What follows belongs to an exercise in optimizing a design on an open flow for small area and a short achievable clock period; a production flow would make more cautious choices.
In this exercise RTL edits were held to simulation tests only and were not proved equivalent to the original.
Power and IR drop assume default switching activity.

## trial 70
==> module floatingPointAdder, before the edit <==
module floatingPointAdder(input [31:0] in1, input [31:0] in2, input clk, input reset, output ResultSign1bit, output [7:0] ResultExponent8bits, output [24:0] ResultFraction25bits);
	wire        sub    = in1[31] ^ in2[31];
	wire [8:0]  d12    = {1'b0, in1[30:23]} - {1'b0, in2[30:23]};
	wire        swap   = d12[8];                        
	wire [7:0]  absd   = d12[7:0] ^ {8{swap}};
	wire [7:0]  expBig = swap ? in2[30:23] : in1[30:23];
	wire [22:0] fBig   = swap ? in2[22:0] : in1[22:0];
	wire        sBig   = swap ? in2[31] : in1[31];
	wire [23:0] sSm    = (swap ? {2'b01, in1[22:1]} : {1'b1, in2[22:0]}) ^ {24{sub}};
	wire [23:0] l0     = absd[0] ? {sub, sSm[23:1]}        : sSm;
	wire [23:0] l1     = absd[1] ? {{2{sub}}, l0[23:2]}    : l0;
	wire [23:0] l2     = absd[2] ? {{4{sub}}, l1[23:4]}    : l1;
	wire [23:0] l3     = absd[3] ? {{8{sub}}, l2[23:8]}    : l2;
	wire [23:0] l4     = absd[4] ? {{16{sub}}, l3[23:16]}  : l3;
	wire [23:0] sAl    = (absd[7:5] != 0) ? {24{sub}} : l4;
	reg  [7:0]  rExp;
	reg  [22:0] rBig;
	reg  [23:0] rSm;
	reg         rSub, rSBig;
	always @(posedge clk) begin
		if (reset) begin
			rExp  <= 8'd0;
			rBig  <= 23'd0;
			rSm   <= 24'h800000;
			rSub  <= 1'b0;
			rSBig <= 1'b0;
		end else begin
			rExp  <= expBig;
			rBig  <= fBig;
			rSm   <= sAl;
			rSub  <= sub;
			rSBig <= sBig;
		end
	end
	wire        neg, zero;
	eacAdd ADD({1'b1, rBig}, rSm, rSub, ResultFraction25bits, neg, zero);
	assign ResultSign1bit       = (rSBig ^ neg) & ~zero;
	assign ResultExponent8bits  = rExp;
endmodule
clock: 11.0 ns
lec_check: 0
abc_area: 1
cap_margin: 20
core_margin: 2
core_utilization: 70
cts_buf_list: sky130_fd_sc_hd__clkbuf_4 sky130_fd_sc_hd__clkbuf_8
place_density: 0.8
setup_slack_margin: 5
slew_margin: 20
standard.sh (not shown) runs the stock make flow with config.mk's settings and CLKGATE_MAP_FILE= SYNTH_SCRIPT=/design/flow/synth_recipe.tcl, a recipe that flattens the netlist after the stock synthesis.
==> flow/flow/run.sh <==
#!/bin/bash
# Standard layout with two changes: synthesis maps the logic with the ABC script
# in flow/abc_area.script (area-oriented mapping, then gate sizing), and the
# ports get a plain buf_2 as their buffer.
set -e
rm -rf scripts_mod
cp -r "$FLOW_HOME/scripts" scripts_mod
cp flow/abc_area.script scripts_mod/abc_area.script
export BUFFER_PORTS_ARGS="-buffer_cell sky130_fd_sc_hd__buf_2"
export CTS_ARGS="-sink_clustering_enable -repair_clock_nets -buf_list {sky130_fd_sc_hd__clkbuf_4 sky130_fd_sc_hd__clkbuf_8} -dont_use_dummy_load"
SCRIPTS_DIR=$PWD/scripts_mod bash standard.sh synth > synth.log 2>&1
bash standard.sh > standard.log 2>&1
==> flow/flow/abc_area.script <==
strash
dch
map -a
topo
stime -c
buffer -c
upsize -c
dnsize -c
Trial 70 reached the end of the flow, and the finished layout is clean on the timing, design-rule and antenna checks.
The following lists how build 83 was set up differently from trial 70:
--- a/flow/design.v
+++ b/flow/design.v
@@ -316,14 +316,15 @@
 endmodule
 module floatingPointAdder(input [31:0] in1, input [31:0] in2, input clk, input reset, output ResultSign1bit, output [7:0] ResultExponent8bits, output [24:0] ResultFraction25bits);
 	wire        sub    = in1[31] ^ in2[31];
 	wire [8:0]  d12    = {1'b0, in1[30:23]} - {1'b0, in2[30:23]};
+	wire [7:0]  d21    = in2[30:23] - in1[30:23];
 	wire        swap   = d12[8];                        
-	wire [7:0]  absd   = d12[7:0] ^ {8{swap}};
+	wire [7:0]  absd   = swap ? d21 : d12[7:0];         
 	wire [7:0]  expBig = swap ? in2[30:23] : in1[30:23];
 	wire [22:0] fBig   = swap ? in2[22:0] : in1[22:0];
 	wire        sBig   = swap ? in2[31] : in1[31];
-	wire [23:0] sSm    = (swap ? {2'b01, in1[22:1]} : {1'b1, in2[22:0]}) ^ {24{sub}};
+	wire [23:0] sSm    = {1'b1, swap ? in1[22:0] : in2[22:0]} ^ {24{sub}};
 	wire [23:0] l0     = absd[0] ? {sub, sSm[23:1]}        : sSm;
 	wire [23:0] l1     = absd[1] ? {{2{sub}}, l0[23:2]}    : l0;
 	wire [23:0] l2     = absd[2] ? {{4{sub}}, l1[23:4]}    : l1;
 	wire [23:0] l3     = absd[3] ? {{8{sub}}, l2[23:8]}    : l2;
Findings:
For the sequential share of cell area, build 83 came in 0.73 points lower than trial 70 did.
Sort trial 70 and build 83 by period utilization asc -> top: build 83
Across both runs, compound-cell area share of the yosys netlist was higher for build 83 than for trial 70.
Comparing trial 70 and build 83, proportion of power drawn by flip-flops and latches is lower on trial 70.
Summary of build 83 over trial 70: placeable core region increased by 5.6% relative to the old numbers; setup slack went up 0.071 ns; instance count of the mapped netlist increased 6.2%.
Changes observed in build 83 relative to trial 70: final core area utilization now smaller, wire length per cell now smaller.
Build 83: arrival time at the worst endpoint 0.07 ns below trial 70
Build 83 does better than trial 70 on power after layout.
Against trial 70, the final cell area of build 83 is higher.
Sort trial 70 and build 83 by total routing usage reported by global routing, ascending, and build 83 comes first.
Looking at hold slack, build 83 sits 0.018 ns higher than trial 70 does.

---

Starting RTL as in the previous note.
Design floatingPointAdder, start of the top module:
module floatingPointAdder(input [31:0] in1, input [31:0] in2, input clk, input reset, output ResultSign1bit, output [7:0] ResultExponent8bits, output [24:0] ResultFraction25bits);
==> flow/config.mk <==
export PLATFORM = sky130hd
export DESIGN_NAME = floatingPointAdder
export DESIGN_NICKNAME = floatingPointAdder
export VERILOG_FILES = /design/flow/design.v
export SDC_FILE = /design/flow/constraint.sdc
export NUM_CORES = 4
export LEC_CHECK = 0
export ABC_AREA = 1
export CAP_MARGIN = 20
export CORE_MARGIN = 2
export CORE_UTILIZATION = 70
export CTS_BUF_LIST = sky130_fd_sc_hd__clkbuf_4 sky130_fd_sc_hd__clkbuf_8
export PLACE_DENSITY = 0.8
export SETUP_SLACK_MARGIN = 5
export SLEW_MARGIN = 20
==> flow/constraint.sdc <==
create_clock -name core_clock -period 11.0 [get_ports {clk}]
set_input_delay 2.2000 -clock core_clock [delete_from_list [all_inputs] [get_ports {clk}]]
set_output_delay 2.2000 -clock core_clock [all_outputs]
set_load 0.01 [all_outputs]
==> flow/flow/abc_area.script <==
strash
dch
map -D 2000
topo
stime -c
buffer -c
upsize -c -D 2000
dnsize -c -D 2000
Scripts as last shown in full above: flow/flow/run.sh
The starting point produced a clean layout.
Change:
--- a/flow/design.v
+++ b/flow/design.v
@@ -317,12 +317,13 @@
 module floatingPointAdder(input [31:0] in1, input [31:0] in2, input clk, input reset, output ResultSign1bit, output [7:0] ResultExponent8bits, output [24:0] ResultFraction25bits);
 	wire        sub    = in1[31] ^ in2[31];
 	wire [8:0]  d12    = {1'b0, in1[30:23]} - {1'b0, in2[30:23]};
+	wire [7:0]  d21    = in2[30:23] - in1[30:23];
 	wire        swap   = d12[8];                        
-	wire [7:0]  absd   = d12[7:0] ^ {8{swap}};
+	wire [7:0]  absd   = swap ? d21 : d12[7:0];         
 	wire [7:0]  expBig = swap ? in2[30:23] : in1[30:23];
 	wire [22:0] fBig   = swap ? in2[22:0] : in1[22:0];
 	wire        sBig   = swap ? in2[31] : in1[31];
-	wire [23:0] sSm    = (swap ? {2'b01, in1[22:1]} : {1'b1, in2[22:0]}) ^ {24{sub}};
+	wire [23:0] sSm    = {1'b1, swap ? in1[22:0] : in2[22:0]} ^ {24{sub}};
 	wire [23:0] l0     = absd[0] ? {sub, sSm[23:1]}        : sSm;
 	wire [23:0] l1     = absd[1] ? {{2{sub}}, l0[23:2]}    : l0;
 	wire [23:0] l2     = absd[2] ? {{4{sub}}, l1[23:4]}    : l1;
The new run finished with timing, DRC and antenna clean.
Hold slack loses 0.013 ns.
Clock power barely changes.
Final cell count rose by 2.2%.
Flip-flop and latch count is unchanged.
Non-clock buffer count rose by 1.
Power fell by 8.2%.
Utilization fell by 1.0 points.
Cell area rose by about 3%.
Via count stays flat.
Wire length fell by 5.4%.
Setup slack gains 0.14 ns.

---

north:
The RTL this note starts from:
==> flow/design.v <==
module D_ff(input clk, input reset, input d, output reg q);
	always @ (posedge clk)
	begin
		if(reset==1)
			q<=0;
		else
			q<=d;
	end
endmodule
module register32bits(input clk, input reset, input [31:0] numberIn, output [31:0] numberOut);
	D_ff d0(clk, reset, numberIn[0], numberOut[0]);
	D_ff d1(clk, reset, numberIn[1], numberOut[1]);
	D_ff d2(clk, reset, numberIn[2], numberOut[2]);
	D_ff d3(clk, reset, numberIn[3], numberOut[3]);
	D_ff d4(clk, reset, numberIn[4], numberOut[4]);
	D_ff d5(clk, reset, numberIn[5], numberOut[5]);
	D_ff d6(clk, reset, numberIn[6], numberOut[6]);
	D_ff d7(clk, reset, numberIn[7], numberOut[7]);
	D_ff d8(clk, reset, numberIn[8], numberOut[8]);
	D_ff d9(clk, reset, numberIn[9], numberOut[9]);
	D_ff d10(clk, reset, numberIn[10], numberOut[10]);
	D_ff d11(clk, reset, numberIn[11], numberOut[11]);
	D_ff d12(clk, reset, numberIn[12], numberOut[12]);
	D_ff d13(clk, reset, numberIn[13], numberOut[13]);
	D_ff d14(clk, reset, numberIn[14], numberOut[14]);
	D_ff d15(clk, reset, numberIn[15], numberOut[15]);
	D_ff d16(clk, reset, numberIn[16], numberOut[16]);
	D_ff d17(clk, reset, numberIn[17], numberOut[17]);
	D_ff d18(clk, reset, numberIn[18], numberOut[18]);
	D_ff d19(clk, reset, numberIn[19], numberOut[19]);
	D_ff d20(clk, reset, numberIn[20], numberOut[20]);
	D_ff d21(clk, reset, numberIn[21], numberOut[21]);
	D_ff d22(clk, reset, numberIn[22], numberOut[22]);
	D_ff d23(clk, reset, numberIn[23], numberOut[23]);
	D_ff d24(clk, reset, numberIn[24], numberOut[24]);
	D_ff d25(clk, reset, numberIn[25], numberOut[25]);
	D_ff d26(clk, reset, numberIn[26], numberOut[26]);
	D_ff d27(clk, reset, numberIn[27], numberOut[27]);
	D_ff d28(clk, reset, numberIn[28], numberOut[28]);
	D_ff d29(clk, reset, numberIn[29], numberOut[29]);
	D_ff d30(clk, reset, numberIn[30], numberOut[30]);
	D_ff d31(clk, reset, numberIn[31], numberOut[31]);
endmodule
module signDiffExpo(input [7:0] number1OutExpo, input [7:0] number2OutExpo, output reg [8:0] diffExpo);
	always @ (number1OutExpo or number2OutExpo)
	begin
		diffExpo=number1OutExpo-number2OutExpo;
	end
endmodule
module signToUnsign9(input [8:0] diffExpo, output reg sign, output reg [7:0] absDiff);
	always @ (diffExpo)
	begin
		sign=diffExpo[8];
		absDiff=diffExpo[7:0];
		if (sign==1)
		begin
			absDiff=~absDiff+1;
		end
	end
endmodule
module muxGreaterExpo(input [7:0] number1OutExpo, input [7:0] number2OutExpo, input sign, output reg [7:0] ResultExponent8bits);
	always @ (number1OutExpo or number2OutExpo or sign)
	begin
		case (sign)
			0:
			begin
				ResultExponent8bits=number1OutExpo;
			end
			1:
			begin
				ResultExponent8bits=number2OutExpo;
			end
		endcase
	end
endmodule
module muxInputFrac(input [24:0] in1, input [24:0] in2, input selOp, output reg [24:0] Op);
	always @ (in1 or in2 or selOp)
	begin
		case (selOp)
			0:
			begin
				Op=in1;
			end
			1:
			begin
				Op=in2;
			end
		endcase
	end
endmodule
module shiftRightOp1(input [24:0] tempOp, input [7:0] absDiff, output reg [24:0] shiftOp);
	always @ (tempOp or absDiff)
	begin
		shiftOp=tempOp>>absDiff;
	end
endmodule
module muxSign(input s1, input s2, input selSign, output reg ResultSign);
	always @ (s1 or s2 or selSign)
	begin
		case (selSign)
			0:
			begin
				ResultSign=s1;
			end
			1:
			begin
				ResultSign=s2;
			end
		endcase
	end
endmodule
module unsignToSign26b(input [24:0] in25bUnsigned, input sign, output reg [25:0] out26bSigned);
	always @ (in25bUnsigned or sign)
	begin
		out26bSigned={1'b0, in25bUnsigned};
		if (sign==1)
		begin
			out26bSigned=~out26bSigned+1;
		end
	end
endmodule
module bigALU(input [25:0] ALUin1, input [25:0] ALUin2, output reg [25:0] ALUout);
	always @ (ALUin1 or ALUin2)
	begin
		ALUout=ALUin1+ALUin2;
	end
endmodule
module signToUnsign26(input [25:0] ALUout, output reg sign, output reg [24:0] frac);
	always @ (ALUout)
	begin
		sign=ALUout[25];
		frac=ALUout[24:0];
		if (sign==1)
		begin
			frac=~frac+1;
		end
	end
endmodule
module floatingPointAdder(input [31:0] in1, input [31:0] in2, input clk, input reset, output ResultSign1bit, output [7:0] ResultExponent8bits, output [24:0] ResultFraction25bits);
	wire [31:0] num1, num2;
	wire [24:0] tempOp, I1, I2;
	wire [25:0] ALUin1, ALUin2, ALUOut;
	wire [8:0] diffExpo;
	wire [7:0] absDiff;
	wire sign, signBit0, signBit1;
	register32bits R1(clk, reset, in1, num1);
	register32bits R2(clk, reset, in2, num2);
	signDiffExpo SDE(num1[30:23], num2[30:23], diffExpo);
	signToUnsign9 STU9(diffExpo, sign, absDiff);
	muxGreaterExpo MGE(num1[30:23], num2[30:23], sign, ResultExponent8bits);
	muxInputFrac MIF1({2'b01, num2[22:0]}, {2'b01, num1[22:0]}, sign, tempOp);
	shiftRightOp1 SRO(tempOp, absDiff, I1);
	muxInputFrac MIF2({2'b01, num1[22:0]}, {2'b01, num2[22:0]}, sign, I2);
	muxSign MS1(num2[31], num1[31], sign, signBit0);
	muxSign MS2(num1[31], num2[31], sign, signBit1);
	unsignToSign26b UTS1(I1, signBit0, ALUin1);
	unsignToSign26b UTS2(I2, signBit1, ALUin2);
	bigALU BA(ALUin1, ALUin2, ALUOut);
	signToUnsign26 STU26(ALUOut, ResultSign1bit, ResultFraction25bits);
endmodule
Settings: LEC_CHECK=0, CAP_MARGIN=20, CORE_MARGIN=2, CORE_UTILIZATION=40, SLEW_MARGIN=20; clock period 11.0 ns.
run.sh (not shown) runs the stock make flow with config.mk's settings and CLKGATE_MAP_FILE= SYNTH_SCRIPT=/design/flow/synth_recipe.tcl, a recipe that flattens the netlist after the stock synthesis.
Stock flow here: none of the scripts above is used.
Setup changes, north to south
-- flow/design.v --
<<< north, line 138
endmodule
module floatingPointAdder(input [31:0] in1, input [31:0] in2, input clk, input reset, output ResultSign1bit, output [7:0] ResultExponent8bits, output [24:0] ResultFraction25bits);
	wire [31:0] num1, num2;
	wire [24:0] tempOp, I1, I2;
	wire [25:0] ALUin1, ALUin2, ALUOut;
	wire [8:0] diffExpo;
	wire [7:0] absDiff;
	wire sign, signBit0, signBit1;
	register32bits R1(clk, reset, in1, num1);
	register32bits R2(clk, reset, in2, num2);
	signDiffExpo SDE(num1[30:23], num2[30:23], diffExpo);
	signToUnsign9 STU9(diffExpo, sign, absDiff);
	muxGreaterExpo MGE(num1[30:23], num2[30:23], sign, ResultExponent8bits);
	muxInputFrac MIF1({2'b01, num2[22:0]}, {2'b01, num1[22:0]}, sign, tempOp);
	shiftRightOp1 SRO(tempOp, absDiff, I1);
	muxInputFrac MIF2({2'b01, num1[22:0]}, {2'b01, num2[22:0]}, sign, I2);
	muxSign MS1(num2[31], num1[31], sign, signBit0);
	muxSign MS2(num1[31], num2[31], sign, signBit1);
	unsignToSign26b UTS1(I1, signBit0, ALUin1);
	unsignToSign26b UTS2(I2, signBit1, ALUin2);
	bigALU BA(ALUin1, ALUin2, ALUOut);
	signToUnsign26 STU26(ALUOut, ResultSign1bit, ResultFraction25bits);
endmodule
>>> south, line 138
endmodule
module floatingPointAdder(input [31:0] in1, input [31:0] in2, input clk, input reset, output ResultSign1bit, output [7:0] ResultExponent8bits, output [24:0] ResultFraction25bits);
	wire        swap   = in2[30:0] > in1[30:0];           
	wire        same   = in2[30:0] == in1[30:0];
	wire        sub    = in1[31] ^ in2[31];
	wire [7:0]  d12    = in1[30:23] - in2[30:23];
	wire [7:0]  d21    = in2[30:23] - in1[30:23];
	wire [7:0]  absd   = swap ? d21 : d12;
	wire [7:0]  expBig = swap ? in2[30:23] : in1[30:23];
	wire [22:0] fBig   = swap ? in2[22:0] : in1[22:0];
	wire        sBig   = swap ? in2[31] : in1[31];
	wire [23:0] s1     = {1'b1, in1[22:0]} ^ {24{sub}};
	wire [23:0] s2     = {1'b1, in2[22:0]} ^ {24{sub}};
	wire [23:0] sSm    = swap ? s1 : s2;
	wire [23:0] l0     = absd[0] ? {sub, sSm[23:1]}        : sSm;
	wire [23:0] l1     = absd[1] ? {{2{sub}}, l0[23:2]}    : l0;
	wire [23:0] l2     = absd[2] ? {{4{sub}}, l1[23:4]}    : l1;
	wire [23:0] l3     = absd[3] ? {{8{sub}}, l2[23:8]}    : l2;
	wire [23:0] l4     = absd[4] ? {{16{sub}}, l3[23:16]}  : l3;
	wire [23:0] sAl    = (absd[7:5] != 0) ? {24{sub}} : l4;
	reg  [7:0]  rExp;
	reg  [22:0] rBig;
	reg  [23:0] rSm;
	reg         rSub, rSign;
	always @(posedge clk) begin
		if (reset) begin
			rExp  <= 8'd0;
			rBig  <= 23'd0;
			rSm   <= 24'h800000;
			rSub  <= 1'b0;
			rSign <= 1'b0;
		end else begin
			rExp  <= expBig;
			rBig  <= fBig;
			rSm   <= sAl;
			rSub  <= sub;
			rSign <= sBig & ~(sub & same);
		end
	end
	assign ResultFraction25bits = {2'b01, rBig} + {rSub, rSm} + {24'd0, rSub};
	assign ResultSign1bit       = rSign;
	assign ResultExponent8bits  = rExp;
endmodule
==> comparison <==
- south was carried through to the last stage, and its layout satisfied the timing, design-rule and antenna checks.
- [compare] base=north new=south: sequential-to-total area share from yosys stat picked up an extra 4.1 points; layout overhead on the synthesized area now sits higher; first-iteration detailed-routing DRC count now smaller; global-route wire length before repair now smaller.
- Post-synthesis net count: south vs north down about 35%
- In south, global routing usage on met1 is lower than in north.

-- static timing again, ports no longer ideal --
Ports are ideal in the flow. The routed layouts listed here were re-timed in OpenROAD. Step 1: set_driving_cell puts a clkbuf_16 on clk and a buf_2 on each other input, an assumption about the parent block. Step 2 times the ports against the registers' clock, not the clock port: input delays grow and output delays shrink by t, the midpoint of the rising clock arrivals with the driver on. a / b / c = ideal / step 1 / step 2; a / b = the first two.
run	t (ns)	setup slack, ns	worst setup path after step 2	cell pins on the clock port's net
trial 70	0.359	5.073 / 5.043 / 4.877	input to register	1
build 83	0.366	5.145 / 5.112 / 5.079	input to register	1
the first run of note 2	0.359	5.144 / 5.114 / 4.930	input to register	1
the second run of note 2	0.364	5.285 / 5.299 / 4.935	input to register	1
north	0.345	0.426 / 0.394 / 0.739	register to output	1
south	0.374	4.047 / 4.063 / 3.689	input to register	1
After both steps every run listed still meets setup and hold. The setup slack of south, which loses most, moves by +0.016 ns with the drivers and by -0.358 ns with both steps.
